Source: an optimization exercise on an open RTL-to-GDS flow (aim: small area and a short achievable clock period). Production flows keep margins and buffers that such runs may drop.
RTL that was checked went through simulation tests only; none was proved equivalent to the original.
Only the layout flow was run in run 2; the RTL was not checked for function there.

==> flow/design.v, too long to show whole: its modules and the start of the top module <==
// module fixed: 16 lines
// module fir: 741 lines
// module add_ks_20: 145 lines
// module add_rip_13: 9 lines
// module add_rip_14: 9 lines
// module add_o16: 72 lines
// module add_f11: 42 lines
module fir (
input [15:0] signal,
input clk,
output [15:0] out,
output [15:0] f1,
output [31:0] f2,f3,f4,
output [15:0] fo1
);
  // ...
==> flow/flow/run.sh <==
#!/bin/bash
# The standard layout (the standard.sh); flow/ports.tcl runs after global
# placement (port buffers, flip-flop drive), and clock tree synthesis gets its
# arguments from CTS_ARGS.
bash standard.sh DONT_BUFFER_PORTS=1 POST_GLOBAL_PLACE_TCL="$PWD/flow/ports.tcl" \
  CTS_ARGS="-sink_clustering_enable -repair_clock_nets -sink_clustering_size 40 -sink_clustering_max_diameter 60 -dont_use_dummy_load" finish > standard.log 2>&1
==> flow/flow/ports.tcl <==
# Run right after global placement.
# Port buffering in place of ORFS's own buffer_ports: every input but the clock
# gets a buf_4, every output a buf_1; the sign and exponent inputs, which fan out
# across the whole input shifter, get a buf_16 instead.
buffer_ports -inputs -buffer_cell sky130_fd_sc_hd__buf_4
buffer_ports -outputs -buffer_cell sky130_fd_sc_hd__buf_1
set block [ord::get_db_block]
foreach b {10 11 12 13 14 15} {
  foreach it [[[$block findBTerm "signal\[$b\]"] getNet] getITerms] {
    replace_cell [get_cells [[$it getInst] getName]] sky130_fd_sc_hd__buf_16
  }
}
# Stronger flip-flops (same cell, drive 4) for the registers that start the
# paths to the outputs, whose Q pins carry the largest loads.
foreach inst [get_cells *] {
  if {[regexp {^(n|s1|u)\[[0-9]+\]\$_DFF_P_$} [get_full_name $inst]] && [get_property $inst ref_name] eq "sky130_fd_sc_hd__dfxtp_1"} {
    replace_cell $inst sky130_fd_sc_hd__dfxtp_4
  }
}
==> flow/standard.sh <==
#!/bin/bash
# synth_recipe.tcl (not shown) runs the flow's synth.tcl, then flattens the netlist and writes it again
# the make line also repeats each setting of config.mk as NAME=value (left out here)
make -C /OpenROAD-flow-scripts/flow DESIGN_CONFIG=/design/flow/config.mk WORK_HOME=/design/flow/orfs CLKGATE_MAP_FILE= SYNTH_SCRIPT=/design/flow/synth_recipe.tcl "${@:-finish}"
==> flow/config.mk <==
export PLATFORM = sky130hd
export DESIGN_NAME = fir
export DESIGN_NICKNAME = fir
export VERILOG_FILES = /design/flow/design.v
export SDC_FILE = /design/flow/constraint.sdc
export NUM_CORES = 4
export LEC_CHECK = 0
export ABC_AREA = 1
export CAP_MARGIN = 20
export CORE_MARGIN = 2
export CORE_UTILIZATION = 40
export SLEW_MARGIN = 20
export SYNTH_HIERARCHICAL = 1
==> flow/constraint.sdc <==
create_clock -name core_clock -period 30.0 [get_ports {clk}]
set_input_delay 6.0000 -clock core_clock [delete_from_list [all_inputs] [get_ports {clk}]]
set_output_delay 6.0000 -clock core_clock [all_outputs]
set_load 0.01 [all_outputs]
==> flow_summary_export.csv, run 1 <==
group,metric,value,unit
setup_path,r2r_end,"v6[15]",
synthesis,syn_area_per_cell,10.1,sq um
detailed_routing,wl_per_cell,16.3,microns
timing,setup_ws,21.01,ns
layout,buffers,164,
synthesis,ys_top_cells_by_area,"dfxtp_1 (31%), fa_1 (27%), ha_1 (11%), inv_1 (6.2%), nand2_1 (5.9%)",
synthesis,synthAdderAreaFrac,38.5,%
synthesis,synth_xor_area_share,4.08,%
global_routing,use_met1,25.4,%
synthesis,ys_ff_latch,328,
layout,final_common_cell,"inv_1",
layout,final_cell_area,23200,sq um
layout,diodes,0,
setup_path,ff2ff_setup_slack,21.01,ns
hold_path,holdPathEnd,"m45d[1]",
layout,largest_reg_flops,21,
global_routing,top_usage_layer,"met2",
layout,regArea,6740,sq um
setup_path,cp_slowest_cell,"fa_1",
place,place_area,22600,sq um
global_routing,grt_antenna_before_repair,1,
outcome,outcome,"no timing/DRC/antenna violations",
synthesis,synth_top_cells_by_count,"inv_1 (353), nand2_1 (333), dfxtp_1 (328)",
layout,seq_share,29.0,%
floorplanning,fp.dieArea,54900,sq um
synthesis,synth_area_leader_cell,"dfxtp_1",
layout,layout.cells.non_filler,2929,
hold_path,min-delay-start,"n[1]",
timing,setup_viol,0,
setup_path,path_class,"flip-flop to flip-flop",
detailed_routing,drt-vias-per-instance,4.67,
floorplanning,fp.dieH,234,microns
setup_path,ff2ff_path_depth,32,
detailed_routing,wirelength_met1,22900,microns
synthesis,synthDistinctLibCells,49,
==> module fir, before the edit <==
module fir (
input [15:0] signal,
input clk,
output [15:0] out,
output [15:0] f1,
output [31:0] f2,f3,f4,
output [15:0] fo1
);
wire sign = signal[15];
wire expo_sign = signal[14];
wire [3:0] e = signal[13:10];
wire [11:0] w = {1'b1, signal[9:0], 1'b0};
wire [26:0] wl = {15'b0, w} << e;
wire [11:0] wr = w >> e;
wire left = expo_sign & (e != 4'd0);
wire zero = (signal == 16'b0);
wire [14:0] fv = zero ? 15'b0 : (left ? wl[16:2] : {3'b0, wr});
wire fz = (fv == 15'b0);
wire [15:0] mg = {sign & fz, fv};
wire [19:0] sx = {20{~sign}};
wire signed [15:0] xq_a = {1'b0, fv ^ {15{sign}}};
wire signed [15:0] xq_b = 16'sd0;
wire signed [15:0] xq;
wire [15:0] xq__p = xq_a ^ xq_b;
wire [15:0] xq__g0 = xq_a & xq_b;
wire [15:0] xq__g = {xq__g0[15:1], xq__g0[0] | (xq__p[0] & (sign))};
wire xq__G1 = xq__g[1] | (xq__p[1] & xq__g[0]);
wire xq__P1 = xq__p[1] & xq__p[0];
wire xq__G2 = xq__g[3] | (xq__p[3] & xq__g[2]);
wire xq__P2 = xq__p[3] & xq__p[2];
wire xq__G3 = xq__g[5] | (xq__p[5] & xq__g[4]);
wire xq__P3 = xq__p[5] & xq__p[4];
wire xq__G4 = xq__g[7] | (xq__p[7] & xq__g[6]);
wire xq__P4 = xq__p[7] & xq__p[6];
wire xq__G5 = xq__g[9] | (xq__p[9] & xq__g[8]);
wire xq__P5 = xq__p[9] & xq__p[8];
wire xq__G6 = xq__g[11] | (xq__p[11] & xq__g[10]);
wire xq__P6 = xq__p[11] & xq__p[10];
wire xq__G7 = xq__g[13] | (xq__p[13] & xq__g[12]);
wire xq__P7 = xq__p[13] & xq__p[12];
wire xq__G8 = xq__g[15] | (xq__p[15] & xq__g[14]);
wire xq__P8 = xq__p[15] & xq__p[14];
wire xq__G9 = xq__g[2] | (xq__p[2] & xq__G1);
wire xq__P9 = xq__p[2] & xq__P1;
wire xq__G10 = xq__G2 | (xq__P2 & xq__G1);
wire xq__P10 = xq__P2 & xq__P1;
wire xq__G11 = xq__g[6] | (xq__p[6] & xq__G3);
wire xq__P11 = xq__p[6] & xq__P3;
wire xq__G12 = xq__G4 | (xq__P4 & xq__G3);
wire xq__P12 = xq__P4 & xq__P3;
wire xq__G13 = xq__g[10] | (xq__p[10] & xq__G5);
wire xq__P13 = xq__p[10] & xq__P5;
wire xq__G14 = xq__G6 | (xq__P6 & xq__G5);
wire xq__P14 = xq__P6 & xq__P5;
wire xq__G15 = xq__g[14] | (xq__p[14] & xq__G7);
wire xq__P15 = xq__p[14] & xq__P7;
wire xq__G16 = xq__G8 | (xq__P8 & xq__G7);
wire xq__P16 = xq__P8 & xq__P7;
wire xq__G17 = xq__g[4] | (xq__p[4] & xq__G10);
wire xq__P17 = xq__p[4] & xq__P10;
wire xq__G18 = xq__G3 | (xq__P3 & xq__G10);
wire xq__P18 = xq__P3 & xq__P10;
wire xq__G19 = xq__G11 | (xq__P11 & xq__G10);
wire xq__P19 = xq__P11 & xq__P10;
wire xq__G20 = xq__G12 | (xq__P12 & xq__G10);
wire xq__P20 = xq__P12 & xq__P10;
wire xq__G21 = xq__g[12] | (xq__p[12] & xq__G14);
wire xq__P21 = xq__p[12] & xq__P14;
wire xq__G22 = xq__G7 | (xq__P7 & xq__G14);
wire xq__P22 = xq__P7 & xq__P14;
wire xq__G23 = xq__G15 | (xq__P15 & xq__G14);
wire xq__P23 = xq__P15 & xq__P14;
wire xq__G24 = xq__G16 | (xq__P16 & xq__G14);
wire xq__P24 = xq__P16 & xq__P14;
wire xq__G25 = xq__g[8] | (xq__p[8] & xq__G20);
wire xq__P25 = xq__p[8] & xq__P20;
wire xq__G26 = xq__G5 | (xq__P5 & xq__G20);
wire xq__P26 = xq__P5 & xq__P20;
wire xq__G27 = xq__G13 | (xq__P13 & xq__G20);
wire xq__P27 = xq__P13 & xq__P20;
wire xq__G28 = xq__G14 | (xq__P14 & xq__G20);
wire xq__P28 = xq__P14 & xq__P20;
wire xq__G29 = xq__G21 | (xq__P21 & xq__G20);
wire xq__P29 = xq__P21 & xq__P20;
wire xq__G30 = xq__G22 | (xq__P22 & xq__G20);
wire xq__P30 = xq__P22 & xq__P20;
wire xq__G31 = xq__G23 | (xq__P23 & xq__G20);
wire xq__P31 = xq__P23 & xq__P20;
wire xq__G32 = xq__G24 | (xq__P24 & xq__G20);
wire xq__P32 = xq__P24 & xq__P20;
wire [16:0] xq__c = {xq__G32, xq__G31, xq__G30, xq__G29, xq__G28, xq__G27, xq__G26, xq__G25, xq__G20, xq__G19, xq__G18, xq__G17, xq__G10, xq__G9, xq__G1, xq__g[0], (sign)};
assign xq = xq__p ^ xq__c[15:0];
wire signed [15:0] xin = {sign, xq[14:0]};
wire signed [19:0] nc_x = {1'b0, mg, 3'b0} ^ sx;
wire signed [19:0] nc_y = {4'b0, mg} ^ sx;
wire signed [19:0] nc_z = {18'b0, ~sign, 1'b0};
wire signed [19:0] nc_s = nc_x ^ nc_y ^ nc_z;
wire [19:0] nc_m = (nc_x & nc_y) | (nc_x & nc_z) | (nc_y & nc_z);
wire signed [19:0] nin_a = nc_s;
wire signed [19:0] nin_b = {nc_m[18:0], 1'b0};
wire signed [19:0] nin;
add_ks_20 i_nin (.a(nin_a), .b(nin_b), .ci(1'b0), .s(nin));
reg signed [15:0] x;
reg signed [19:0] n;           
always @(posedge clk) begin
  x <= xin;
  n <= nin;
end
wire signed [18:0] m5_a = n;
wire signed [18:0] m5_b = x <<< 2;
wire signed [18:0] m5;
wire [18:0] m5__p = m5_a ^ m5_b;
wire [18:0] m5__g0 = m5_a & m5_b;
wire [18:0] m5__g = {m5__g0[18:1], m5__g0[0] | (m5__p[0] & (1'b0))};
wire m5__G1 = m5__g[1] | (m5__p[1] & m5__g[0]);
wire m5__P1 = m5__p[1] & m5__p[0];
wire m5__G2 = m5__g[3] | (m5__p[3] & m5__g[2]);
wire m5__P2 = m5__p[3] & m5__p[2];
wire m5__G3 = m5__g[5] | (m5__p[5] & m5__g[4]);
wire m5__P3 = m5__p[5] & m5__p[4];
wire m5__G4 = m5__g[7] | (m5__p[7] & m5__g[6]);
wire m5__P4 = m5__p[7] & m5__p[6];
wire m5__G5 = m5__g[9] | (m5__p[9] & m5__g[8]);
wire m5__P5 = m5__p[9] & m5__p[8];
wire m5__G6 = m5__g[11] | (m5__p[11] & m5__g[10]);
wire m5__P6 = m5__p[11] & m5__p[10];
wire m5__G7 = m5__g[13] | (m5__p[13] & m5__g[12]);
wire m5__P7 = m5__p[13] & m5__p[12];
wire m5__G8 = m5__g[15] | (m5__p[15] & m5__g[14]);
wire m5__P8 = m5__p[15] & m5__p[14];
wire m5__G9 = m5__g[17] | (m5__p[17] & m5__g[16]);
wire m5__P9 = m5__p[17] & m5__p[16];
wire m5__G10 = m5__g[2] | (m5__p[2] & m5__G1);
wire m5__P10 = m5__p[2] & m5__P1;
wire m5__G11 = m5__G2 | (m5__P2 & m5__G1);
wire m5__P11 = m5__P2 & m5__P1;
wire m5__G12 = m5__g[6] | (m5__p[6] & m5__G3);
wire m5__P12 = m5__p[6] & m5__P3;
wire m5__G13 = m5__G4 | (m5__P4 & m5__G3);
wire m5__P13 = m5__P4 & m5__P3;
wire m5__G14 = m5__g[10] | (m5__p[10] & m5__G5);
wire m5__P14 = m5__p[10] & m5__P5;
wire m5__G15 = m5__G6 | (m5__P6 & m5__G5);
wire m5__P15 = m5__P6 & m5__P5;
wire m5__G16 = m5__g[14] | (m5__p[14] & m5__G7);
wire m5__P16 = m5__p[14] & m5__P7;
wire m5__G17 = m5__G8 | (m5__P8 & m5__G7);
wire m5__P17 = m5__P8 & m5__P7;
wire m5__G18 = m5__g[18] | (m5__p[18] & m5__G9);
wire m5__P18 = m5__p[18] & m5__P9;
wire m5__G19 = m5__g[4] | (m5__p[4] & m5__G11);
wire m5__P19 = m5__p[4] & m5__P11;
wire m5__G20 = m5__G3 | (m5__P3 & m5__G11);
wire m5__P20 = m5__P3 & m5__P11;
wire m5__G21 = m5__G12 | (m5__P12 & m5__G11);
wire m5__P21 = m5__P12 & m5__P11;
wire m5__G22 = m5__G13 | (m5__P13 & m5__G11);
wire m5__P22 = m5__P13 & m5__P11;
wire m5__G23 = m5__g[12] | (m5__p[12] & m5__G15);
wire m5__P23 = m5__p[12] & m5__P15;
wire m5__G24 = m5__G7 | (m5__P7 & m5__G15);
wire m5__P24 = m5__P7 & m5__P15;
wire m5__G25 = m5__G16 | (m5__P16 & m5__G15);
wire m5__P25 = m5__P16 & m5__P15;
wire m5__G26 = m5__G17 | (m5__P17 & m5__G15);
wire m5__P26 = m5__P17 & m5__P15;
wire m5__G27 = m5__g[8] | (m5__p[8] & m5__G22);
wire m5__P27 = m5__p[8] & m5__P22;
wire m5__G28 = m5__G5 | (m5__P5 & m5__G22);
wire m5__P28 = m5__P5 & m5__P22;
wire m5__G29 = m5__G14 | (m5__P14 & m5__G22);
wire m5__P29 = m5__P14 & m5__P22;
wire m5__G30 = m5__G15 | (m5__P15 & m5__G22);
wire m5__P30 = m5__P15 & m5__P22;
wire m5__G31 = m5__G23 | (m5__P23 & m5__G22);
wire m5__P31 = m5__P23 & m5__P22;
wire m5__G32 = m5__G24 | (m5__P24 & m5__G22);
wire m5__P32 = m5__P24 & m5__P22;
wire m5__G33 = m5__G25 | (m5__P25 & m5__G22);
wire m5__P33 = m5__P25 & m5__P22;
wire m5__G34 = m5__G26 | (m5__P26 & m5__G22);
wire m5__P34 = m5__P26 & m5__P22;
wire m5__G35 = m5__g[16] | (m5__p[16] & m5__G34);
wire m5__P35 = m5__p[16] & m5__P34;
wire m5__G36 = m5__G9 | (m5__P9 & m5__G34);
wire m5__P36 = m5__P9 & m5__P34;
wire m5__G37 = m5__G18 | (m5__P18 & m5__G34);
wire m5__P37 = m5__P18 & m5__P34;
wire [19:0] m5__c = {m5__G37, m5__G36, m5__G35, m5__G34, m5__G33, m5__G32, m5__G31, m5__G30, m5__G29, m5__G28, m5__G27, m5__G22, m5__G21, m5__G20, m5__G19, m5__G11, m5__G10, m5__G1, m5__g[0], (1'b0)};
assign m5 = m5__p ^ m5__c[18:0];
wire signed [19:0] m11_a = n;
wire signed [19:0] m11_b = ~(x <<< 1);
wire signed [19:0] m11;
wire [19:0] m11__p = m11_a ^ m11_b;
wire [19:0] m11__g0 = m11_a & m11_b;
wire [19:0] m11__g = {m11__g0[19:1], m11__g0[0] | (m11__p[0] & (1'b1))};
wire m11__G1 = m11__g[1] | (m11__p[1] & m11__g[0]);
wire m11__P1 = m11__p[1] & m11__p[0];
wire m11__G2 = m11__g[3] | (m11__p[3] & m11__g[2]);
wire m11__P2 = m11__p[3] & m11__p[2];
wire m11__G3 = m11__g[5] | (m11__p[5] & m11__g[4]);
wire m11__P3 = m11__p[5] & m11__p[4];
wire m11__G4 = m11__g[7] | (m11__p[7] & m11__g[6]);
wire m11__P4 = m11__p[7] & m11__p[6];
wire m11__G5 = m11__g[9] | (m11__p[9] & m11__g[8]);
wire m11__P5 = m11__p[9] & m11__p[8];
wire m11__G6 = m11__g[11] | (m11__p[11] & m11__g[10]);
wire m11__P6 = m11__p[11] & m11__p[10];
wire m11__G7 = m11__g[13] | (m11__p[13] & m11__g[12]);
wire m11__P7 = m11__p[13] & m11__p[12];
wire m11__G8 = m11__g[15] | (m11__p[15] & m11__g[14]);
wire m11__P8 = m11__p[15] & m11__p[14];
wire m11__G9 = m11__g[17] | (m11__p[17] & m11__g[16]);
wire m11__P9 = m11__p[17] & m11__p[16];
wire m11__G10 = m11__g[19] | (m11__p[19] & m11__g[18]);
wire m11__P10 = m11__p[19] & m11__p[18];
wire m11__G11 = m11__g[2] | (m11__p[2] & m11__G1);
wire m11__P11 = m11__p[2] & m11__P1;
wire m11__G12 = m11__G2 | (m11__P2 & m11__G1);
wire m11__P12 = m11__P2 & m11__P1;
wire m11__G13 = m11__g[6] | (m11__p[6] & m11__G3);
wire m11__P13 = m11__p[6] & m11__P3;
wire m11__G14 = m11__G4 | (m11__P4 & m11__G3);
wire m11__P14 = m11__P4 & m11__P3;
wire m11__G15 = m11__g[10] | (m11__p[10] & m11__G5);
wire m11__P15 = m11__p[10] & m11__P5;
wire m11__G16 = m11__G6 | (m11__P6 & m11__G5);
wire m11__P16 = m11__P6 & m11__P5;
wire m11__G17 = m11__g[14] | (m11__p[14] & m11__G7);
wire m11__P17 = m11__p[14] & m11__P7;
wire m11__G18 = m11__G8 | (m11__P8 & m11__G7);
wire m11__P18 = m11__P8 & m11__P7;
wire m11__G19 = m11__g[18] | (m11__p[18] & m11__G9);
wire m11__P19 = m11__p[18] & m11__P9;
wire m11__G20 = m11__G10 | (m11__P10 & m11__G9);
wire m11__P20 = m11__P10 & m11__P9;
wire m11__G21 = m11__g[4] | (m11__p[4] & m11__G12);
wire m11__P21 = m11__p[4] & m11__P12;
wire m11__G22 = m11__G3 | (m11__P3 & m11__G12);
wire m11__P22 = m11__P3 & m11__P12;
wire m11__G23 = m11__G13 | (m11__P13 & m11__G12);
wire m11__P23 = m11__P13 & m11__P12;
wire m11__G24 = m11__G14 | (m11__P14 & m11__G12);
wire m11__P24 = m11__P14 & m11__P12;
wire m11__G25 = m11__g[12] | (m11__p[12] & m11__G16);
wire m11__P25 = m11__p[12] & m11__P16;
wire m11__G26 = m11__G7 | (m11__P7 & m11__G16);
wire m11__P26 = m11__P7 & m11__P16;
wire m11__G27 = m11__G17 | (m11__P17 & m11__G16);
wire m11__P27 = m11__P17 & m11__P16;
wire m11__G28 = m11__G18 | (m11__P18 & m11__G16);
wire m11__P28 = m11__P18 & m11__P16;
wire m11__G29 = m11__g[8] | (m11__p[8] & m11__G24);
wire m11__P29 = m11__p[8] & m11__P24;
wire m11__G30 = m11__G5 | (m11__P5 & m11__G24);
wire m11__P30 = m11__P5 & m11__P24;
wire m11__G31 = m11__G15 | (m11__P15 & m11__G24);
wire m11__P31 = m11__P15 & m11__P24;
wire m11__G32 = m11__G16 | (m11__P16 & m11__G24);
wire m11__P32 = m11__P16 & m11__P24;
wire m11__G33 = m11__G25 | (m11__P25 & m11__G24);
wire m11__P33 = m11__P25 & m11__P24;
wire m11__G34 = m11__G26 | (m11__P26 & m11__G24);
wire m11__P34 = m11__P26 & m11__P24;
wire m11__G35 = m11__G27 | (m11__P27 & m11__G24);
wire m11__P35 = m11__P27 & m11__P24;
wire m11__G36 = m11__G28 | (m11__P28 & m11__G24);
wire m11__P36 = m11__P28 & m11__P24;
wire m11__G37 = m11__g[16] | (m11__p[16] & m11__G36);
wire m11__P37 = m11__p[16] & m11__P36;
wire m11__G38 = m11__G9 | (m11__P9 & m11__G36);
wire m11__P38 = m11__P9 & m11__P36;
wire m11__G39 = m11__G19 | (m11__P19 & m11__G36);
wire m11__P39 = m11__P19 & m11__P36;
wire m11__G40 = m11__G20 | (m11__P20 & m11__G36);
wire m11__P40 = m11__P20 & m11__P36;
wire [20:0] m11__c = {m11__G40, m11__G39, m11__G38, m11__G37, m11__G36, m11__G35, m11__G34, m11__G33, m11__G32, m11__G31, m11__G30, m11__G29, m11__G24, m11__G23, m11__G22, m11__G21, m11__G12, m11__G11, m11__G1, m11__g[0], (1'b1)};
assign m11 = m11__p ^ m11__c[19:0];
wire signed [21:0] m45_a = n <<< 2;
wire signed [21:0] m45_b = n;
wire signed [21:0] m45;
wire [21:0] m45__p = m45_a ^ m45_b;
wire [21:0] m45__g0 = m45_a & m45_b;
wire [21:0] m45__g = {m45__g0[21:1], m45__g0[0] | (m45__p[0] & (1'b0))};
wire m45__G1 = m45__g[1] | (m45__p[1] & m45__g[0]);
wire m45__P1 = m45__p[1] & m45__p[0];
wire m45__G2 = m45__g[3] | (m45__p[3] & m45__g[2]);
wire m45__P2 = m45__p[3] & m45__p[2];
wire m45__G3 = m45__g[5] | (m45__p[5] & m45__g[4]);
wire m45__P3 = m45__p[5] & m45__p[4];
wire m45__G4 = m45__g[7] | (m45__p[7] & m45__g[6]);
wire m45__P4 = m45__p[7] & m45__p[6];
wire m45__G5 = m45__g[9] | (m45__p[9] & m45__g[8]);
wire m45__P5 = m45__p[9] & m45__p[8];
wire m45__G6 = m45__g[11] | (m45__p[11] & m45__g[10]);
wire m45__P6 = m45__p[11] & m45__p[10];
wire m45__G7 = m45__g[13] | (m45__p[13] & m45__g[12]);
wire m45__P7 = m45__p[13] & m45__p[12];
wire m45__G8 = m45__g[15] | (m45__p[15] & m45__g[14]);
wire m45__P8 = m45__p[15] & m45__p[14];
wire m45__G9 = m45__g[17] | (m45__p[17] & m45__g[16]);
wire m45__P9 = m45__p[17] & m45__p[16];
wire m45__G10 = m45__g[19] | (m45__p[19] & m45__g[18]);
wire m45__P10 = m45__p[19] & m45__p[18];
wire m45__G11 = m45__g[21] | (m45__p[21] & m45__g[20]);
wire m45__P11 = m45__p[21] & m45__p[20];
wire m45__G12 = m45__g[2] | (m45__p[2] & m45__G1);
wire m45__P12 = m45__p[2] & m45__P1;
wire m45__G13 = m45__G2 | (m45__P2 & m45__G1);
wire m45__P13 = m45__P2 & m45__P1;
wire m45__G14 = m45__g[6] | (m45__p[6] & m45__G3);
wire m45__P14 = m45__p[6] & m45__P3;
wire m45__G15 = m45__G4 | (m45__P4 & m45__G3);
wire m45__P15 = m45__P4 & m45__P3;
wire m45__G16 = m45__g[10] | (m45__p[10] & m45__G5);
wire m45__P16 = m45__p[10] & m45__P5;
wire m45__G17 = m45__G6 | (m45__P6 & m45__G5);
wire m45__P17 = m45__P6 & m45__P5;
wire m45__G18 = m45__g[14] | (m45__p[14] & m45__G7);
wire m45__P18 = m45__p[14] & m45__P7;
wire m45__G19 = m45__G8 | (m45__P8 & m45__G7);
wire m45__P19 = m45__P8 & m45__P7;
wire m45__G20 = m45__g[18] | (m45__p[18] & m45__G9);
wire m45__P20 = m45__p[18] & m45__P9;
wire m45__G21 = m45__G10 | (m45__P10 & m45__G9);
wire m45__P21 = m45__P10 & m45__P9;
wire m45__G22 = m45__g[4] | (m45__p[4] & m45__G13);
wire m45__P22 = m45__p[4] & m45__P13;
wire m45__G23 = m45__G3 | (m45__P3 & m45__G13);
wire m45__P23 = m45__P3 & m45__P13;
wire m45__G24 = m45__G14 | (m45__P14 & m45__G13);
wire m45__P24 = m45__P14 & m45__P13;
wire m45__G25 = m45__G15 | (m45__P15 & m45__G13);
wire m45__P25 = m45__P15 & m45__P13;
wire m45__G26 = m45__g[12] | (m45__p[12] & m45__G17);
wire m45__P26 = m45__p[12] & m45__P17;
wire m45__G27 = m45__G7 | (m45__P7 & m45__G17);
wire m45__P27 = m45__P7 & m45__P17;
wire m45__G28 = m45__G18 | (m45__P18 & m45__G17);
wire m45__P28 = m45__P18 & m45__P17;
wire m45__G29 = m45__G19 | (m45__P19 & m45__G17);
wire m45__P29 = m45__P19 & m45__P17;
wire m45__G30 = m45__g[20] | (m45__p[20] & m45__G21);
wire m45__P30 = m45__p[20] & m45__P21;
wire m45__G31 = m45__G11 | (m45__P11 & m45__G21);
wire m45__P31 = m45__P11 & m45__P21;
wire m45__G32 = m45__g[8] | (m45__p[8] & m45__G25);
wire m45__P32 = m45__p[8] & m45__P25;
wire m45__G33 = m45__G5 | (m45__P5 & m45__G25);
wire m45__P33 = m45__P5 & m45__P25;
wire m45__G34 = m45__G16 | (m45__P16 & m45__G25);
wire m45__P34 = m45__P16 & m45__P25;
wire m45__G35 = m45__G17 | (m45__P17 & m45__G25);
wire m45__P35 = m45__P17 & m45__P25;
wire m45__G36 = m45__G26 | (m45__P26 & m45__G25);
wire m45__P36 = m45__P26 & m45__P25;
wire m45__G37 = m45__G27 | (m45__P27 & m45__G25);
wire m45__P37 = m45__P27 & m45__P25;
wire m45__G38 = m45__G28 | (m45__P28 & m45__G25);
wire m45__P38 = m45__P28 & m45__P25;
wire m45__G39 = m45__G29 | (m45__P29 & m45__G25);
wire m45__P39 = m45__P29 & m45__P25;
wire m45__G40 = m45__g[16] | (m45__p[16] & m45__G39);
wire m45__P40 = m45__p[16] & m45__P39;
wire m45__G41 = m45__G9 | (m45__P9 & m45__G39);
wire m45__P41 = m45__P9 & m45__P39;
wire m45__G42 = m45__G20 | (m45__P20 & m45__G39);
wire m45__P42 = m45__P20 & m45__P39;
wire m45__G43 = m45__G21 | (m45__P21 & m45__G39);
wire m45__P43 = m45__P21 & m45__P39;
wire m45__G44 = m45__G30 | (m45__P30 & m45__G39);
wire m45__P44 = m45__P30 & m45__P39;
wire m45__G45 = m45__G31 | (m45__P31 & m45__G39);
wire m45__P45 = m45__P31 & m45__P39;
wire [22:0] m45__c = {m45__G45, m45__G44, m45__G43, m45__G42, m45__G41, m45__G40, m45__G39, m45__G38, m45__G37, m45__G36, m45__G35, m45__G34, m45__G33, m45__G32, m45__G25, m45__G24, m45__G23, m45__G22, m45__G13, m45__G12, m45__G1, m45__g[0], (1'b0)};
assign m45 = m45__p ^ m45__c[21:0];
reg signed [9:0] ndh;          
reg nz;                        
reg signed [18:0] m5d;         
reg signed [21:0] m45d;        
reg signed [19:0] m11d;        
reg signed [19:0] r4;          
always @(posedge clk) begin
  ndh <= n[19:10];
  nz <= ~|n[9:0];
  m5d <= m5;
  m45d <= m45;
  m11d <= m11;
  r4 <= {m5d, 1'b0};
end
wire [23:0] p205_a = m45d;
wire [23:0] p205_b = m5d <<< 5;
wire p205_ci = 1'b0;
wire [10:0] p205_g = p205_a[10:0] & p205_b[10:0];
wire [10:0] p205_p = p205_a[10:0] | p205_b[10:0];
wire [11:0] p205_c;
wire p205_G1 = p205_g[0] | (p205_p[0] & p205_ci);
wire p205_G2 = p205_g[2] | (p205_p[2] & p205_g[1]);
wire p205_P2 = p205_p[2] & p205_p[1];
wire p205_G3 = p205_g[4] | (p205_p[4] & p205_g[3]);
wire p205_P3 = p205_p[4] & p205_p[3];
wire p205_G4 = p205_g[6] | (p205_p[6] & p205_g[5]);
wire p205_P4 = p205_p[6] & p205_p[5];
wire p205_G5 = p205_g[8] | (p205_p[8] & p205_g[7]);
wire p205_P5 = p205_p[8] & p205_p[7];
wire p205_G6 = p205_g[10] | (p205_p[10] & p205_g[9]);
wire p205_P6 = p205_p[10] & p205_p[9];
wire p205_G7 = p205_G2 | (p205_P2 & p205_G1);
wire p205_G8 = p205_G4 | (p205_P4 & p205_G3);
wire p205_P8 = p205_P4 & p205_P3;
wire p205_G9 = p205_G6 | (p205_P6 & p205_G5);
wire p205_P9 = p205_P6 & p205_P5;
wire p205_G10 = p205_G8 | (p205_P8 & p205_G7);
wire p205_G11 = p205_G9 | (p205_P9 & p205_G10);
assign p205_c[11] = p205_G11;
wire [10:0] p205_k = {p205_p[9:0], p205_ci};
wire p205_z = &(~(p205_a[10:0] ^ p205_b[10:0] ^ p205_k));
wire [12:0] p205_hi;
add_rip_13 i_p205_hi (.a(p205_a[23:11]), .b(p205_b[23:11]), .ci(p205_c[11]), .s(p205_hi));
wire signed [24:0] c407_x = m11d <<< 5;
wire signed [24:0] c407_y = m45d;
wire signed [24:0] c407_z = m5d <<< 1;
wire signed [24:0] c407_s = c407_x ^ c407_y ^ c407_z;
wire [24:0] c407_m = (c407_x & c407_y) | (c407_x & c407_z) | (c407_y & c407_z);
wire [24:0] p407_a = c407_s;
wire [24:0] p407_b = {c407_m[23:0], 1'b0};
wire p407_ci = 1'b0;
wire [10:0] p407_g = p407_a[10:0] & p407_b[10:0];
wire [10:0] p407_p = p407_a[10:0] | p407_b[10:0];
wire [11:0] p407_c;
wire p407_G1 = p407_g[0] | (p407_p[0] & p407_ci);
wire p407_G2 = p407_g[2] | (p407_p[2] & p407_g[1]);
wire p407_P2 = p407_p[2] & p407_p[1];
wire p407_G3 = p407_g[4] | (p407_p[4] & p407_g[3]);
wire p407_P3 = p407_p[4] & p407_p[3];
wire p407_G4 = p407_g[6] | (p407_p[6] & p407_g[5]);
wire p407_P4 = p407_p[6] & p407_p[5];
wire p407_G5 = p407_g[8] | (p407_p[8] & p407_g[7]);
wire p407_P5 = p407_p[8] & p407_p[7];
wire p407_G6 = p407_g[10] | (p407_p[10] & p407_g[9]);
wire p407_P6 = p407_p[10] & p407_p[9];
wire p407_G7 = p407_G2 | (p407_P2 & p407_G1);
wire p407_G8 = p407_G4 | (p407_P4 & p407_G3);
wire p407_P8 = p407_P4 & p407_P3;
wire p407_G9 = p407_G6 | (p407_P6 & p407_G5);
wire p407_P9 = p407_P6 & p407_P5;
wire p407_G10 = p407_G8 | (p407_P8 & p407_G7);
wire p407_G11 = p407_G9 | (p407_P9 & p407_G10);
assign p407_c[11] = p407_G11;
wire [10:0] p407_k = {p407_p[9:0], p407_ci};
wire p407_z = &(~(p407_a[10:0] ^ p407_b[10:0] ^ p407_k));
wire [13:0] p407_hi;
add_rip_14 i_p407_hi (.a(p407_a[24:11]), .b(p407_b[24:11]), .ci(p407_c[11]), .s(p407_hi));
wire signed [24:0] c327_x = m11d <<< 5;
wire signed [24:0] c327_y = ~(m5d <<< 2);
wire signed [24:0] c327_z = ~m5d;
wire signed [24:0] c327_s = c327_x ^ c327_y ^ c327_z;
wire [24:0] c327_m = (c327_x & c327_y) | (c327_x & c327_z) | (c327_y & c327_z);
wire [24:0] p327_a = c327_s;
wire [24:0] p327_b = {c327_m[23:0], 1'b1};
wire p327_ci = 1'b1;
wire [10:0] p327_g = p327_a[10:0] & p327_b[10:0];
wire [10:0] p327_p = p327_a[10:0] | p327_b[10:0];
wire [11:0] p327_c;
wire p327_G1 = p327_g[0] | (p327_p[0] & p327_ci);
wire p327_G2 = p327_g[2] | (p327_p[2] & p327_g[1]);
wire p327_P2 = p327_p[2] & p327_p[1];
wire p327_G3 = p327_g[4] | (p327_p[4] & p327_g[3]);
wire p327_P3 = p327_p[4] & p327_p[3];
wire p327_G4 = p327_g[6] | (p327_p[6] & p327_g[5]);
wire p327_P4 = p327_p[6] & p327_p[5];
wire p327_G5 = p327_g[8] | (p327_p[8] & p327_g[7]);
wire p327_P5 = p327_p[8] & p327_p[7];
wire p327_G6 = p327_g[10] | (p327_p[10] & p327_g[9]);
wire p327_P6 = p327_p[10] & p327_p[9];
wire p327_G7 = p327_G2 | (p327_P2 & p327_G1);
wire p327_G8 = p327_G4 | (p327_P4 & p327_G3);
wire p327_P8 = p327_P4 & p327_P3;
wire p327_G9 = p327_G6 | (p327_P6 & p327_G5);
wire p327_P9 = p327_P6 & p327_P5;
wire p327_G10 = p327_G8 | (p327_P8 & p327_G7);
wire p327_G11 = p327_G9 | (p327_P9 & p327_G10);
assign p327_c[11] = p327_G11;
wire [10:0] p327_k = {p327_p[9:0], p327_ci};
wire p327_z = &(~(p327_a[10:0] ^ p327_b[10:0] ^ p327_k));
wire [13:0] p327_hi;
add_rip_14 i_p327_hi (.a(p327_a[24:11]), .b(p327_b[24:11]), .ci(p327_c[11]), .s(p327_hi));
wire signed [8:0]  t9   = ndh[9:1];
wire signed [8:0]  t11  = m11d[19:11];
wire signed [8:0]  t10  = m5d[18:10];
wire signed [9:0]  c18  = ~ndh;           wire z18  = nz;
wire signed [11:0] c90  = ~m45d[21:10];   wire z90  = ~|m45d[9:0];
wire signed [12:0] c205 = ~p205_hi;   wire z205 = p205_z;
wire signed [13:0] c327 = ~p327_hi;   wire z327 = p327_z;
wire signed [13:0] c407 = ~p407_hi;   wire z407 = p407_z;
wire signed [9:0]  p18  = ndh;
wire signed [11:0] p90  = m45d[21:10];
wire signed [12:0] p205h = p205_hi;
wire signed [13:0] p327h = p327_hi;
wire signed [13:0] p407h = p407_hi;
reg signed [8:0] v15;
reg signed [9:0] v14;
reg signed [9:0] v13;
reg signed [10:0] v12;
reg signed [12:0] v11;
reg signed [13:0] v10;
reg signed [14:0] v9;
reg signed [15:0] v8;
reg signed [15:0] v7;
reg signed [15:0] v6;
reg signed [15:0] v5;
reg signed [15:0] v4;
reg signed [15:0] v3;
wire signed [9:0] v14_n_a = t11;
wire signed [9:0] v14_n_b = v15;
wire signed [9:0] v14_n;
wire [10:0] v14_n__c;
assign v14_n__c[0] = (1'b0);
genvar v14_n__i;
generate for (v14_n__i = 0; v14_n__i < 10; v14_n__i = v14_n__i + 1) begin : v14_n__r
  assign v14_n[v14_n__i] = v14_n_a[v14_n__i] ^ v14_n_b[v14_n__i] ^ v14_n__c[v14_n__i];
  assign v14_n__c[v14_n__i+1] = (v14_n_a[v14_n__i] & v14_n_b[v14_n__i]) | (v14_n_a[v14_n__i] & v14_n__c[v14_n__i]) | (v14_n_b[v14_n__i] & v14_n__c[v14_n__i]);
end endgenerate
wire signed [9:0] v13_n_a = t10;
wire signed [9:0] v13_n_b = v14;
wire signed [9:0] v13_n;
wire [10:0] v13_n__c;
assign v13_n__c[0] = (1'b0);
genvar v13_n__i;
generate for (v13_n__i = 0; v13_n__i < 10; v13_n__i = v13_n__i + 1) begin : v13_n__r
  assign v13_n[v13_n__i] = v13_n_a[v13_n__i] ^ v13_n_b[v13_n__i] ^ v13_n__c[v13_n__i];
  assign v13_n__c[v13_n__i+1] = (v13_n_a[v13_n__i] & v13_n_b[v13_n__i]) | (v13_n_a[v13_n__i] & v13_n__c[v13_n__i]) | (v13_n_b[v13_n__i] & v13_n__c[v13_n__i]);
end endgenerate
wire signed [10:0] v12_n_a = p18;
wire signed [10:0] v12_n_b = ~v13;
wire signed [10:0] v12_n;
wire [11:0] v12_n__c;
assign v12_n__c[0] = (~z18);
genvar v12_n__i;
generate for (v12_n__i = 0; v12_n__i < 11; v12_n__i = v12_n__i + 1) begin : v12_n__r
  assign v12_n[v12_n__i] = v12_n_a[v12_n__i] ^ v12_n_b[v12_n__i] ^ v12_n__c[v12_n__i];
  assign v12_n__c[v12_n__i+1] = (v12_n_a[v12_n__i] & v12_n_b[v12_n__i]) | (v12_n_a[v12_n__i] & v12_n__c[v12_n__i]) | (v12_n_b[v12_n__i] & v12_n__c[v12_n__i]);
end endgenerate
wire signed [12:0] v11_n_a = p90;
wire signed [12:0] v11_n_b = v12;
wire signed [12:0] v11_n;
wire [13:0] v11_n__c;
assign v11_n__c[0] = (~z90);
genvar v11_n__i;
generate for (v11_n__i = 0; v11_n__i < 13; v11_n__i = v11_n__i + 1) begin : v11_n__r
  assign v11_n[v11_n__i] = v11_n_a[v11_n__i] ^ v11_n_b[v11_n__i] ^ v11_n__c[v11_n__i];
  assign v11_n__c[v11_n__i+1] = (v11_n_a[v11_n__i] & v11_n_b[v11_n__i]) | (v11_n_a[v11_n__i] & v11_n__c[v11_n__i]) | (v11_n_b[v11_n__i] & v11_n__c[v11_n__i]);
end endgenerate
wire signed [13:0] v10_n_a = p205h;
wire signed [13:0] v10_n_b = v11;
wire signed [13:0] v10_n;
wire [14:0] v10_n__c;
assign v10_n__c[0] = (~z205);
genvar v10_n__i;
generate for (v10_n__i = 0; v10_n__i < 14; v10_n__i = v10_n__i + 1) begin : v10_n__r
  assign v10_n[v10_n__i] = v10_n_a[v10_n__i] ^ v10_n_b[v10_n__i] ^ v10_n__c[v10_n__i];
  assign v10_n__c[v10_n__i+1] = (v10_n_a[v10_n__i] & v10_n_b[v10_n__i]) | (v10_n_a[v10_n__i] & v10_n__c[v10_n__i]) | (v10_n_b[v10_n__i] & v10_n__c[v10_n__i]);
end endgenerate
wire signed [14:0] v9_n_a = p327h;
wire signed [14:0] v9_n_b = v10;
wire signed [14:0] v9_n;
wire [15:0] v9_n__c;
assign v9_n__c[0] = (~z327);
genvar v9_n__i;
generate for (v9_n__i = 0; v9_n__i < 15; v9_n__i = v9_n__i + 1) begin : v9_n__r
  assign v9_n[v9_n__i] = v9_n_a[v9_n__i] ^ v9_n_b[v9_n__i] ^ v9_n__c[v9_n__i];
  assign v9_n__c[v9_n__i+1] = (v9_n_a[v9_n__i] & v9_n_b[v9_n__i]) | (v9_n_a[v9_n__i] & v9_n__c[v9_n__i]) | (v9_n_b[v9_n__i] & v9_n__c[v9_n__i]);
end endgenerate
wire signed [15:0] v8_n_a = p407h;
wire signed [15:0] v8_n_b = v9;
wire signed [15:0] v8_n;
wire [16:0] v8_n__c;
assign v8_n__c[0] = (~z407);
genvar v8_n__i;
generate for (v8_n__i = 0; v8_n__i < 16; v8_n__i = v8_n__i + 1) begin : v8_n__r
  assign v8_n[v8_n__i] = v8_n_a[v8_n__i] ^ v8_n_b[v8_n__i] ^ v8_n__c[v8_n__i];
  assign v8_n__c[v8_n__i+1] = (v8_n_a[v8_n__i] & v8_n_b[v8_n__i]) | (v8_n_a[v8_n__i] & v8_n__c[v8_n__i]) | (v8_n_b[v8_n__i] & v8_n__c[v8_n__i]);
end endgenerate
wire signed [15:0] v7_n_a = p407h;
wire signed [15:0] v7_n_b = v8;
wire signed [15:0] v7_n;
wire [16:0] v7_n__c;
assign v7_n__c[0] = (~z407);
genvar v7_n__i;
generate for (v7_n__i = 0; v7_n__i < 16; v7_n__i = v7_n__i + 1) begin : v7_n__r
  assign v7_n[v7_n__i] = v7_n_a[v7_n__i] ^ v7_n_b[v7_n__i] ^ v7_n__c[v7_n__i];
  assign v7_n__c[v7_n__i+1] = (v7_n_a[v7_n__i] & v7_n_b[v7_n__i]) | (v7_n_a[v7_n__i] & v7_n__c[v7_n__i]) | (v7_n_b[v7_n__i] & v7_n__c[v7_n__i]);
end endgenerate
wire signed [15:0] v6_n_a = p327h;
wire signed [15:0] v6_n_b = v7;
wire signed [15:0] v6_n;
wire [16:0] v6_n__c;
assign v6_n__c[0] = (~z327);
genvar v6_n__i;
generate for (v6_n__i = 0; v6_n__i < 16; v6_n__i = v6_n__i + 1) begin : v6_n__r
  assign v6_n[v6_n__i] = v6_n_a[v6_n__i] ^ v6_n_b[v6_n__i] ^ v6_n__c[v6_n__i];
  assign v6_n__c[v6_n__i+1] = (v6_n_a[v6_n__i] & v6_n_b[v6_n__i]) | (v6_n_a[v6_n__i] & v6_n__c[v6_n__i]) | (v6_n_b[v6_n__i] & v6_n__c[v6_n__i]);
end endgenerate
wire signed [15:0] v5_n_a = p205h;
wire signed [15:0] v5_n_b = v6;
wire signed [15:0] v5_n;
wire [16:0] v5_n__c;
assign v5_n__c[0] = (~z205);
genvar v5_n__i;
generate for (v5_n__i = 0; v5_n__i < 16; v5_n__i = v5_n__i + 1) begin : v5_n__r
  assign v5_n[v5_n__i] = v5_n_a[v5_n__i] ^ v5_n_b[v5_n__i] ^ v5_n__c[v5_n__i];
  assign v5_n__c[v5_n__i+1] = (v5_n_a[v5_n__i] & v5_n_b[v5_n__i]) | (v5_n_a[v5_n__i] & v5_n__c[v5_n__i]) | (v5_n_b[v5_n__i] & v5_n__c[v5_n__i]);
end endgenerate
wire signed [15:0] v4_n_a = p90;
wire signed [15:0] v4_n_b = v5;
wire signed [15:0] v4_n;
wire [16:0] v4_n__c;
assign v4_n__c[0] = (~z90);
genvar v4_n__i;
generate for (v4_n__i = 0; v4_n__i < 16; v4_n__i = v4_n__i + 1) begin : v4_n__r
  assign v4_n[v4_n__i] = v4_n_a[v4_n__i] ^ v4_n_b[v4_n__i] ^ v4_n__c[v4_n__i];
  assign v4_n__c[v4_n__i+1] = (v4_n_a[v4_n__i] & v4_n_b[v4_n__i]) | (v4_n_a[v4_n__i] & v4_n__c[v4_n__i]) | (v4_n_b[v4_n__i] & v4_n__c[v4_n__i]);
end endgenerate
wire signed [15:0] v3_n_a = p18;
wire signed [15:0] v3_n_b = v4;
wire signed [15:0] v3_n;
wire [16:0] v3_n__c;
assign v3_n__c[0] = (~z18);
genvar v3_n__i;
generate for (v3_n__i = 0; v3_n__i < 16; v3_n__i = v3_n__i + 1) begin : v3_n__r
  assign v3_n[v3_n__i] = v3_n_a[v3_n__i] ^ v3_n_b[v3_n__i] ^ v3_n__c[v3_n__i];
  assign v3_n__c[v3_n__i+1] = (v3_n_a[v3_n__i] & v3_n_b[v3_n__i]) | (v3_n_a[v3_n__i] & v3_n__c[v3_n__i]) | (v3_n_b[v3_n__i] & v3_n__c[v3_n__i]);
end endgenerate
wire signed [8:0] t11x = m11[19:11];
wire signed [9:0] u_n_a = t11x;
wire signed [9:0] u_n_b = t10;
wire signed [9:0] u_n;
wire [10:0] u_n__c;
assign u_n__c[0] = (1'b0);
genvar u_n__i;
generate for (u_n__i = 0; u_n__i < 10; u_n__i = u_n__i + 1) begin : u_n__r
  assign u_n[u_n__i] = u_n_a[u_n__i] ^ u_n_b[u_n__i] ^ u_n__c[u_n__i];
  assign u_n__c[u_n__i+1] = (u_n_a[u_n__i] & u_n_b[u_n__i]) | (u_n_a[u_n__i] & u_n__c[u_n__i]) | (u_n_b[u_n__i] & u_n__c[u_n__i]);
end endgenerate
wire signed [15:0] cs1_x = t11x;
wire signed [15:0] cs1_y = t10;
wire signed [15:0] cs1_z = ~v3;
wire signed [15:0] cs1_s = cs1_x ^ cs1_y ^ cs1_z;
wire [15:0] cs1_m = (cs1_x & cs1_y) | (cs1_x & cs1_z) | (cs1_y & cs1_z);
wire signed [15:0] s1_n_a = cs1_s;
wire signed [15:0] s1_n_b = {cs1_m[14:0], 1'b0};
wire signed [15:0] s1_n;
wire [15:0] s1_n__p = s1_n_a ^ s1_n_b;
wire [15:0] s1_n__g0 = s1_n_a & s1_n_b;
wire [15:0] s1_n__g = {s1_n__g0[15:1], s1_n__g0[0] | (s1_n__p[0] & (1'b0))};
wire s1_n__G1 = s1_n__g[1] | (s1_n__p[1] & s1_n__g[0]);
wire s1_n__P1 = s1_n__p[1] & s1_n__p[0];
wire s1_n__G2 = s1_n__g[3] | (s1_n__p[3] & s1_n__g[2]);
wire s1_n__P2 = s1_n__p[3] & s1_n__p[2];
wire s1_n__G3 = s1_n__g[5] | (s1_n__p[5] & s1_n__g[4]);
wire s1_n__P3 = s1_n__p[5] & s1_n__p[4];
wire s1_n__G4 = s1_n__g[7] | (s1_n__p[7] & s1_n__g[6]);
wire s1_n__P4 = s1_n__p[7] & s1_n__p[6];
wire s1_n__G5 = s1_n__g[9] | (s1_n__p[9] & s1_n__g[8]);
wire s1_n__P5 = s1_n__p[9] & s1_n__p[8];
wire s1_n__G6 = s1_n__g[11] | (s1_n__p[11] & s1_n__g[10]);
wire s1_n__P6 = s1_n__p[11] & s1_n__p[10];
wire s1_n__G7 = s1_n__g[13] | (s1_n__p[13] & s1_n__g[12]);
wire s1_n__P7 = s1_n__p[13] & s1_n__p[12];
wire s1_n__G8 = s1_n__g[15] | (s1_n__p[15] & s1_n__g[14]);
wire s1_n__P8 = s1_n__p[15] & s1_n__p[14];
wire s1_n__G9 = s1_n__G2 | (s1_n__P2 & s1_n__G1);
wire s1_n__P9 = s1_n__P2 & s1_n__P1;
wire s1_n__G10 = s1_n__G4 | (s1_n__P4 & s1_n__G3);
wire s1_n__P10 = s1_n__P4 & s1_n__P3;
wire s1_n__G11 = s1_n__G6 | (s1_n__P6 & s1_n__G5);
wire s1_n__P11 = s1_n__P6 & s1_n__P5;
wire s1_n__G12 = s1_n__G8 | (s1_n__P8 & s1_n__G7);
wire s1_n__P12 = s1_n__P8 & s1_n__P7;
wire s1_n__G13 = s1_n__G10 | (s1_n__P10 & s1_n__G9);
wire s1_n__P13 = s1_n__P10 & s1_n__P9;
wire s1_n__G14 = s1_n__G12 | (s1_n__P12 & s1_n__G11);
wire s1_n__P14 = s1_n__P12 & s1_n__P11;
wire s1_n__G15 = s1_n__G14 | (s1_n__P14 & s1_n__G13);
wire s1_n__P15 = s1_n__P14 & s1_n__P13;
wire s1_n__G16 = s1_n__G11 | (s1_n__P11 & s1_n__G13);
wire s1_n__P16 = s1_n__P11 & s1_n__P13;
wire s1_n__G17 = s1_n__G3 | (s1_n__P3 & s1_n__G9);
wire s1_n__P17 = s1_n__P3 & s1_n__P9;
wire s1_n__G18 = s1_n__G5 | (s1_n__P5 & s1_n__G13);
wire s1_n__P18 = s1_n__P5 & s1_n__P13;
wire s1_n__G19 = s1_n__G7 | (s1_n__P7 & s1_n__G16);
wire s1_n__P19 = s1_n__P7 & s1_n__P16;
wire s1_n__G20 = s1_n__g[2] | (s1_n__p[2] & s1_n__G1);
wire s1_n__P20 = s1_n__p[2] & s1_n__P1;
wire s1_n__G21 = s1_n__g[4] | (s1_n__p[4] & s1_n__G9);
wire s1_n__P21 = s1_n__p[4] & s1_n__P9;
wire s1_n__G22 = s1_n__g[6] | (s1_n__p[6] & s1_n__G17);
wire s1_n__P22 = s1_n__p[6] & s1_n__P17;
wire s1_n__G23 = s1_n__g[8] | (s1_n__p[8] & s1_n__G13);
wire s1_n__P23 = s1_n__p[8] & s1_n__P13;
wire s1_n__G24 = s1_n__g[10] | (s1_n__p[10] & s1_n__G18);
wire s1_n__P24 = s1_n__p[10] & s1_n__P18;
wire s1_n__G25 = s1_n__g[12] | (s1_n__p[12] & s1_n__G16);
wire s1_n__P25 = s1_n__p[12] & s1_n__P16;
wire s1_n__G26 = s1_n__g[14] | (s1_n__p[14] & s1_n__G19);
wire s1_n__P26 = s1_n__p[14] & s1_n__P19;
wire [16:0] s1_n__c = {s1_n__G15, s1_n__G26, s1_n__G19, s1_n__G25, s1_n__G16, s1_n__G24, s1_n__G18, s1_n__G23, s1_n__G13, s1_n__G22, s1_n__G17, s1_n__G21, s1_n__G9, s1_n__G20, s1_n__G1, s1_n__g[0], (1'b0)};
assign s1_n = s1_n__p ^ s1_n__c[15:0];
reg signed [15:0] s1;
reg signed [9:0] u;
always @(posedge clk) begin
  v15 <= t9;
  v14 <= v14_n;
  v13 <= v13_n;
  v12 <= v12_n;
  v11 <= v11_n;
  v10 <= v10_n;
  v9 <= v9_n;
  v8 <= v8_n;
  v7 <= v7_n;
  v6 <= v6_n;
  v5 <= v5_n;
  v4 <= v4_n;
  v3 <= v3_n;
  u <= u_n;
  s1 <= s1_n;
end
wire signed [8:0] t0 = n[19:11];
wire [15:0] out_n;
add_o16 i_out (.a(s1), .bn(t0), .ci(1'b0), .s(out_n));
wire [10:0] fo1_s;
add_f11 i_fo1 (.a({u[9], u}), .bn(t0), .ci(1'b0), .s(fo1_s));
wire [15:0] fo1_n = {{5{fo1_s[10]}}, fo1_s};
assign out = out_n;
assign fo1 = fo1_n;
assign f1 = x;
assign f2 = {{12{n[19]}}, n};
assign f3 = {{12{m11d[19]}}, m11d};
assign f4 = {{12{r4[19]}}, r4};
endmodule
==> inputs of run 2 (changes only) <==
--- a/flow/design.v
+++ b/flow/design.v
@@ -109,9 +109,4 @@
 wire signed [15:0] xin = {sign, xq[14:0]};
-wire signed [19:0] nc_x = {1'b0, mg, 3'b0} ^ sx;
-wire signed [19:0] nc_y = {4'b0, mg} ^ sx;
-wire signed [19:0] nc_z = {18'b0, ~sign, 1'b0};
-wire signed [19:0] nc_s = nc_x ^ nc_y ^ nc_z;
-wire [19:0] nc_m = (nc_x & nc_y) | (nc_x & nc_z) | (nc_y & nc_z);
-wire signed [19:0] nin_a = nc_s;
-wire signed [19:0] nin_b = {nc_m[18:0], 1'b0};
+wire signed [19:0] nin_a = {1'b0, mg, 3'b0};
+wire signed [19:0] nin_b = {4'b0, mg};
 wire signed [19:0] nin;
@@ -119,7 +114,99 @@
 reg signed [15:0] x;
-reg signed [19:0] n;           
+reg [19:0] nx;                
+reg sgn;                      
+reg cf;                       
 always @(posedge clk) begin
   x <= xin;
-  n <= nin;
+  nx <= nin ^ {20{~sign}};
+  sgn <= ~sign;
+  cf <= ~sign & ~|fv[10:0];
 end
+wire signed [19:0] n_a = nx;
+wire signed [19:0] n_b = 20'sd0;
+wire signed [19:0] n;
+wire [19:0] n__p = n_a ^ n_b;
+wire [19:0] n__g0 = n_a & n_b;
+wire [19:0] n__g = {n__g0[19:1], n__g0[0] | (n__p[0] & (sgn))};
+wire n__G1 = n__g[1] | (n__p[1] & n__g[0]);
+wire n__P1 = n__p[1] & n__p[0];
+wire n__G2 = n__g[3] | (n__p[3] & n__g[2]);
+wire n__P2 = n__p[3] & n__p[2];
+wire n__G3 = n__g[5] | (n__p[5] & n__g[4]);
+wire n__P3 = n__p[5] & n__p[4];
+wire n__G4 = n__g[7] | (n__p[7] & n__g[6]);
+wire n__P4 = n__p[7] & n__p[6];
+wire n__G5 = n__g[9] | (n__p[9] & n__g[8]);
+wire n__P5 = n__p[9] & n__p[8];
+wire n__G6 = n__g[11] | (n__p[11] & n__g[10]);
+wire n__P6 = n__p[11] & n__p[10];
+wire n__G7 = n__g[13] | (n__p[13] & n__g[12]);
+wire n__P7 = n__p[13] & n__p[12];
+wire n__G8 = n__g[15] | (n__p[15] & n__g[14]);
+wire n__P8 = n__p[15] & n__p[14];
+wire n__G9 = n__g[17] | (n__p[17] & n__g[16]);
+wire n__P9 = n__p[17] & n__p[16];
+wire n__G10 = n__g[19] | (n__p[19] & n__g[18]);
+wire n__P10 = n__p[19] & n__p[18];
+wire n__G11 = n__g[2] | (n__p[2] & n__G1);
+wire n__P11 = n__p[2] & n__P1;
+wire n__G12 = n__G2 | (n__P2 & n__G1);
+wire n__P12 = n__P2 & n__P1;
+wire n__G13 = n__g[6] | (n__p[6] & n__G3);
+wire n__P13 = n__p[6] & n__P3;
+wire n__G14 = n__G4 | (n__P4 & n__G3);
+wire n__P14 = n__P4 & n__P3;
+wire n__G15 = n__g[10] | (n__p[10] & n__G5);
+wire n__P15 = n__p[10] & n__P5;
+wire n__G16 = n__G6 | (n__P6 & n__G5);
+wire n__P16 = n__P6 & n__P5;
+wire n__G17 = n__g[14] | (n__p[14] & n__G7);
+wire n__P17 = n__p[14] & n__P7;
+wire n__G18 = n__G8 | (n__P8 & n__G7);
+wire n__P18 = n__P8 & n__P7;
+wire n__G19 = n__g[18] | (n__p[18] & n__G9);
+wire n__P19 = n__p[18] & n__P9;
+wire n__G20 = n__G10 | (n__P10 & n__G9);
+wire n__P20 = n__P10 & n__P9;
+wire n__G21 = n__g[4] | (n__p[4] & n__G12);
+wire n__P21 = n__p[4] & n__P12;
+wire n__G22 = n__G3 | (n__P3 & n__G12);
+wire n__P22 = n__P3 & n__P12;
+wire n__G23 = n__G13 | (n__P13 & n__G12);
+wire n__P23 = n__P13 & n__P12;
+wire n__G24 = n__G14 | (n__P14 & n__G12);
+wire n__P24 = n__P14 & n__P12;
+wire n__G25 = n__g[12] | (n__p[12] & n__G16);
+wire n__P25 = n__p[12] & n__P16;
+wire n__G26 = n__G7 | (n__P7 & n__G16);
+wire n__P26 = n__P7 & n__P16;
+wire n__G27 = n__G17 | (n__P17 & n__G16);
+wire n__P27 = n__P17 & n__P16;
+wire n__G28 = n__G18 | (n__P18 & n__G16);
+wire n__P28 = n__P18 & n__P16;
+wire n__G29 = n__g[8] | (n__p[8] & n__G24);
+wire n__P29 = n__p[8] & n__P24;
+wire n__G30 = n__G5 | (n__P5 & n__G24);
+wire n__P30 = n__P5 & n__P24;
+wire n__G31 = n__G15 | (n__P15 & n__G24);
+wire n__P31 = n__P15 & n__P24;
+wire n__G32 = n__G16 | (n__P16 & n__G24);
+wire n__P32 = n__P16 & n__P24;
+wire n__G33 = n__G25 | (n__P25 & n__G24);
+wire n__P33 = n__P25 & n__P24;
+wire n__G34 = n__G26 | (n__P26 & n__G24);
+wire n__P34 = n__P26 & n__P24;
+wire n__G35 = n__G27 | (n__P27 & n__G24);
+wire n__P35 = n__P27 & n__P24;
+wire n__G36 = n__G28 | (n__P28 & n__G24);
+wire n__P36 = n__P28 & n__P24;
+wire n__G37 = n__g[16] | (n__p[16] & n__G36);
+wire n__P37 = n__p[16] & n__P36;
+wire n__G38 = n__G9 | (n__P9 & n__G36);
+wire n__P38 = n__P9 & n__P36;
+wire n__G39 = n__G19 | (n__P19 & n__G36);
+wire n__P39 = n__P19 & n__P36;
+wire n__G40 = n__G20 | (n__P20 & n__G36);
+wire n__P40 = n__P20 & n__P36;
+wire [20:0] n__c = {n__G40, n__G39, n__G38, n__G37, n__G36, n__G35, n__G34, n__G33, n__G32, n__G31, n__G30, n__G29, n__G24, n__G23, n__G22, n__G21, n__G12, n__G11, n__G1, n__g[0], (sgn)};
+assign n = n__p ^ n__c[19:0];
 wire signed [18:0] m5_a = n;
@@ -744,7 +831,7 @@
 end
-wire signed [8:0] t0 = n[19:11];
+wire signed [8:0] t0 = nx[19:11];    
 wire [15:0] out_n;
-add_o16 i_out (.a(s1), .bn(t0), .ci(1'b0), .s(out_n));
+add_o16 i_out (.a(s1), .bn(t0), .ci(cf), .s(out_n));
 wire [10:0] fo1_s;
-add_f11 i_fo1 (.a({u[9], u}), .bn(t0), .ci(1'b0), .s(fo1_s));
+add_f11 i_fo1 (.a({u[9], u}), .bn(t0), .ci(cf), .s(fo1_s));
 wire [15:0] fo1_n = {{5{fo1_s[10]}}, fo1_s};
--- a/flow/flow/run.sh
+++ b/flow/flow/run.sh
@@ -1,4 +1,4 @@
 #!/bin/bash
-# The standard layout (the standard.sh); flow/ports.tcl runs after global
-# placement (port buffers, flip-flop drive), and clock tree synthesis gets its
+# The standard layout (the standard.sh); the ports are buffered by flow/ports.tcl
+# instead of by ORFS's own buffer_ports call, and clock tree synthesis gets its
 # arguments from CTS_ARGS.
==> flow/flow/ports.tcl (replaced) <==
# Port buffering, run right after global placement in place of ORFS's own
# buffer_ports: every input but the clock gets a buf_4, every output a buf_1.
buffer_ports -inputs -buffer_cell sky130_fd_sc_hd__buf_4
buffer_ports -outputs -buffer_cell sky130_fd_sc_hd__buf_1
==> run 2 against run 1 <==
Compared with the run above: still clean on timing, DRC and antenna; hold slack is essentially flat; flip-flop and latch count up 2; critical path depth is 18 lower; sequential share of layout area shrank 0.56 points; highest routed layer unchanged.
==> flow_summary_export.csv, run 2 <==
group,metric,value,unit
outcome,outcome,"no timing/DRC/antenna violations",
timing,tightestPinTransition,0.992,ns
setup_path,max_stage_delay,0.62,ns
layout,largest_register,"m45d",
synthesis,synth_most_common_cell,"nand2_1",
synthesis,synth_top_cells_by_count,"nand2_1 (403), inv_1 (380), dfxtp_1 (330)",
detailed_routing,drc_errors,0,
timing,finalCriticalPeriod,9.60,ns
floorplanning,num_io_pins,161,
place,io_buffers,159,
floorplanning,rows,84,
floorplanning,fp.dieArea,55500,sq um
layout,final_common_cell,"nand2_1",
clock_tree,cts.sinks,330,
synthesis,synthAdderAreaFrac,37.4,%
layout,layout.cells.non_filler,3044,
synthesis,syn-instance-count,2218,
layout,nets,2844,
synthesis,synth-seq-area-share,30.8,%
floorplanning,die_w,236,microns
layout,diodes,0,
synthesis,ys_ff_latch,330,
synthesis,syn-cell-area,21500,sq um
floorplanning,core,52800,sq um
detailed_routing,drtAntennaViolNets,0,
synthesis,ys_top_cells_by_area,"dfxtp_1 (31%), fa_1 (27%), ha_1 (11%), nand2_1 (7.1%), inv_1 (6.6%)",
layout,area_delta_synth_final,8.38,%
detailed_routing,wl_per_cell,16.0,microns
global_routing,grt_antenna_before_repair,1,
timing,rsz0062_at_grt,"no",
synthesis,synthMuxAreaShare,0,%
place,dpl.hpwl,41200,microns
layout,post-route-util,44.1,%
global_routing,grt_pass1_vias,15039,
clock_tree,clock_path_buffers,3,
setup_path,critical_path_required,24.00,ns
setup_path,startpoint,"sgn",
place,dp_cells,3019,
setup_path,r2r-start,"m11d[0]",
global_routing,grt_pass1_wl,80300,microns
clock_tree,cts_buffers,25,
synthesis,synth_top_family_by_area,"adder cells",
setup_path,crit_top_cell,"nor2_1",
synthesis,synth_edf_count,0,
setup_path,worst_setup_path_end_kind,"output pin",
synthesis,synth_area_leader_cell,"dfxtp_1",
timing,fin_skew,0.0693,ns
clock_tree,worstSkewPairLatency,0.57,ns
detailed_routing,drt-vias-per-instance,4.67,
detailed_routing,routed_wl,48700,microns
clock_tree,post_cts.repair.setup_buffers,0,
detailed_routing,drtIter0Drc,765,
hold_path,hp-class,"flip-flop to flip-flop",
layout,reg.largest.list,"m45d (21), m11d (20), nx (20)",
synthesis,ys_warn_count,7,
detailed_routing,dr_total_vias,14204,
timing,fmax,104,MHz
setup_path,worstPathCellList,"ha_1 -> ha_1 -> nand3_1 -> nor2_1 -> and3_1 -> nand4_1 -> nor2_1 -> inv_1 -> nor2_1 -> nand2_1 -> nor2_1 -> ha_1 -> xor2_1 -> buf_1",
synthesis,synth_xor_area_share,4.98,%
layout,largest_reg_flops,21,
global_routing,grt_use_total,18.2,%
setup_path,start_kind,"flip-flop",
setup_path,cp.arrival,3.60,ns
synthesis,synthArstFlopShare,0,%
timing,fin_setup_tns,0,ns
clock_tree,htreeDepth,1,
global_routing,grt_max_degree,39,
synthesis,synthDistinctLibCells,49,
timing,drv_slew,0,
setup_path,cp_max_fo,6,
timing,fin_crit_sh,32.0,%
floorplanning,fp.dieH,236,microns
clock_tree,cts_tree,"yes",
clock_tree,cts-root-buf,"clkbuf_16",
setup_path,path_class,"flip-flop to output pin",
layout,drive_gt1_share,4.20,%
hold_path,min-delay-start,"ndh[1]",
timing,setup_viol,0,
detailed_routing,drtPass1Iterations,5,
setup_path,cp_slowest_cell,"xor2_1",
layout,mostFrequentLayoutCells,"nand2_1 (403), inv_1 (380), dfxtp_1 (329)",
timing,holdWs,0.385,ns
clock_tree,hold_buffers,0,
floorplanning,start_util,40.7,%
clock_tree,cts_resized,0,
run,cap_violations,0,
synthesis,synth_compound_area_share,3.64,%
synthesis,synthFlopType,"dfxtp_1",
timing,slew_headroom,33.1,%
synthesis,synthDominantCellAreaShare,30.8,%
clock_tree,clk_pin_slew,0.08,ns
timing,hold_viol,0,
synthesis,synthSimpleGateAreaFrac,14.3,%
global_routing,grt_overflow,0,
synthesis,syn_area_per_cell,9.67,sq um
run 2: critical path, delay by kind of cell (launching register included):
| family | cells | cell delay [ns] |
|---|---|---|
| xor+xnor | 1 | 0.62 |
| fa+ha+maj | 3 | 0.50 |
| buf+inv | 2 | 0.30 |
| flops | 1 | 0.32 |
| simple gates | 8 | 1.32 |
run 2: per-stage QoR:
stage | worst slack (ns) | instance area [sq um]
detailed placement | 20.76 | 22600
CTS | 20.35 | 23200
floorplan | 21.55 | 21500
finish | 20.40 | 23200
global placement | 20.94 | 22000
global route | 19.98 | 23200
run 2: final cells by class:
type                            instances  area [sq um]
Fill cell                            5032         29500
Multi-Input combinational cell       1446         13000
Sequential cell                       330          6610
Inverter                              388          1460
Tap cell                              688           861
Timing Repair Buffer                  167           717
Clock buffer                           25           626
run 2: path summary, 6_finish.rpt:
check,depth (start not counted),to,slack [ns]
worst min register to register,0,v15[0],0.39
worst max-delay path,14,f2[17],20.40
worst max register to register,29,v7[15],21.08
worst min-delay path,0,v15[0],0.39
run 2: per-module statistics from Yosys (local to each module, per instance):
module / cell area (sq um) / cells inside
fir: 18200 / 1721
add_rip_13: 299 / 27
add_f11: 440 / 64
add_rip_14: 317 / 27
add_ks_20: 1150 / 223
add_o16: 761 / 129
run 2: routing by layer:
| metal | GRT usage (%) | vias up | part of all wire, % |
|---|---|---|---|
| met3 | 2.16 | 61 | 3.5 |
| met2 | 31.2 | 246 | 47 |
| met1 | 24.6 | 6874 | 47 |
| li1 | - | 7023 | - |
| met5 | 0 | - | 0 |
| met4 | 4.59 | 0 | 2.4 |
run 2: kinds of logic (layout without fill, tap and decap cells):
| logic type | after synthesis | after routing |
|---|---|---|
| XOR/XNOR | 122 | 122 |
| AND/OR/NAND/NOR | 713 | 713 |
| adder cells (fa/ha/maj) | 469 | 469 |
| buffers and inverters | 452 | 580 |
| flip-flops | 330 | 330 |
| other | 1 | 11 |
| AO/OA/AOI/OAI | 131 | 131 |

port drivers added, routing unchanged:
The results above use ideal ports. As a check the final layouts listed here were re-extracted and re-timed, cells and wires unchanged. Step 1 (the two cells are an assumption about what drives the block):
set clk [get_ports {clk}]
set_driving_cell -lib_cell sky130_fd_sc_hd__clkbuf_16 $clk
set_driving_cell -lib_cell sky130_fd_sc_hd__buf_2 [delete_from_list [all_inputs] $clk]
Step 2 also shifts input and output timing later by t, the mid clock arrival at the registers, as if the neighbouring blocks saw the same clock. Three values: no drivers, after step 1, after step 2; two values: the first two.
run | t (ns) | setup WS [ns] | cell pins on the clock port's net
run 1 | 0.592 | 21.007 / 20.994 / 20.705 | 1
run 2 | 0.590 | 20.400 / 20.347 / 20.733 | 1
After both steps setup and hold are still met in every run listed. For run 1, which loses most, drivers alone change the setup slack by -0.013 ns; drivers and shift together by -0.302 ns.
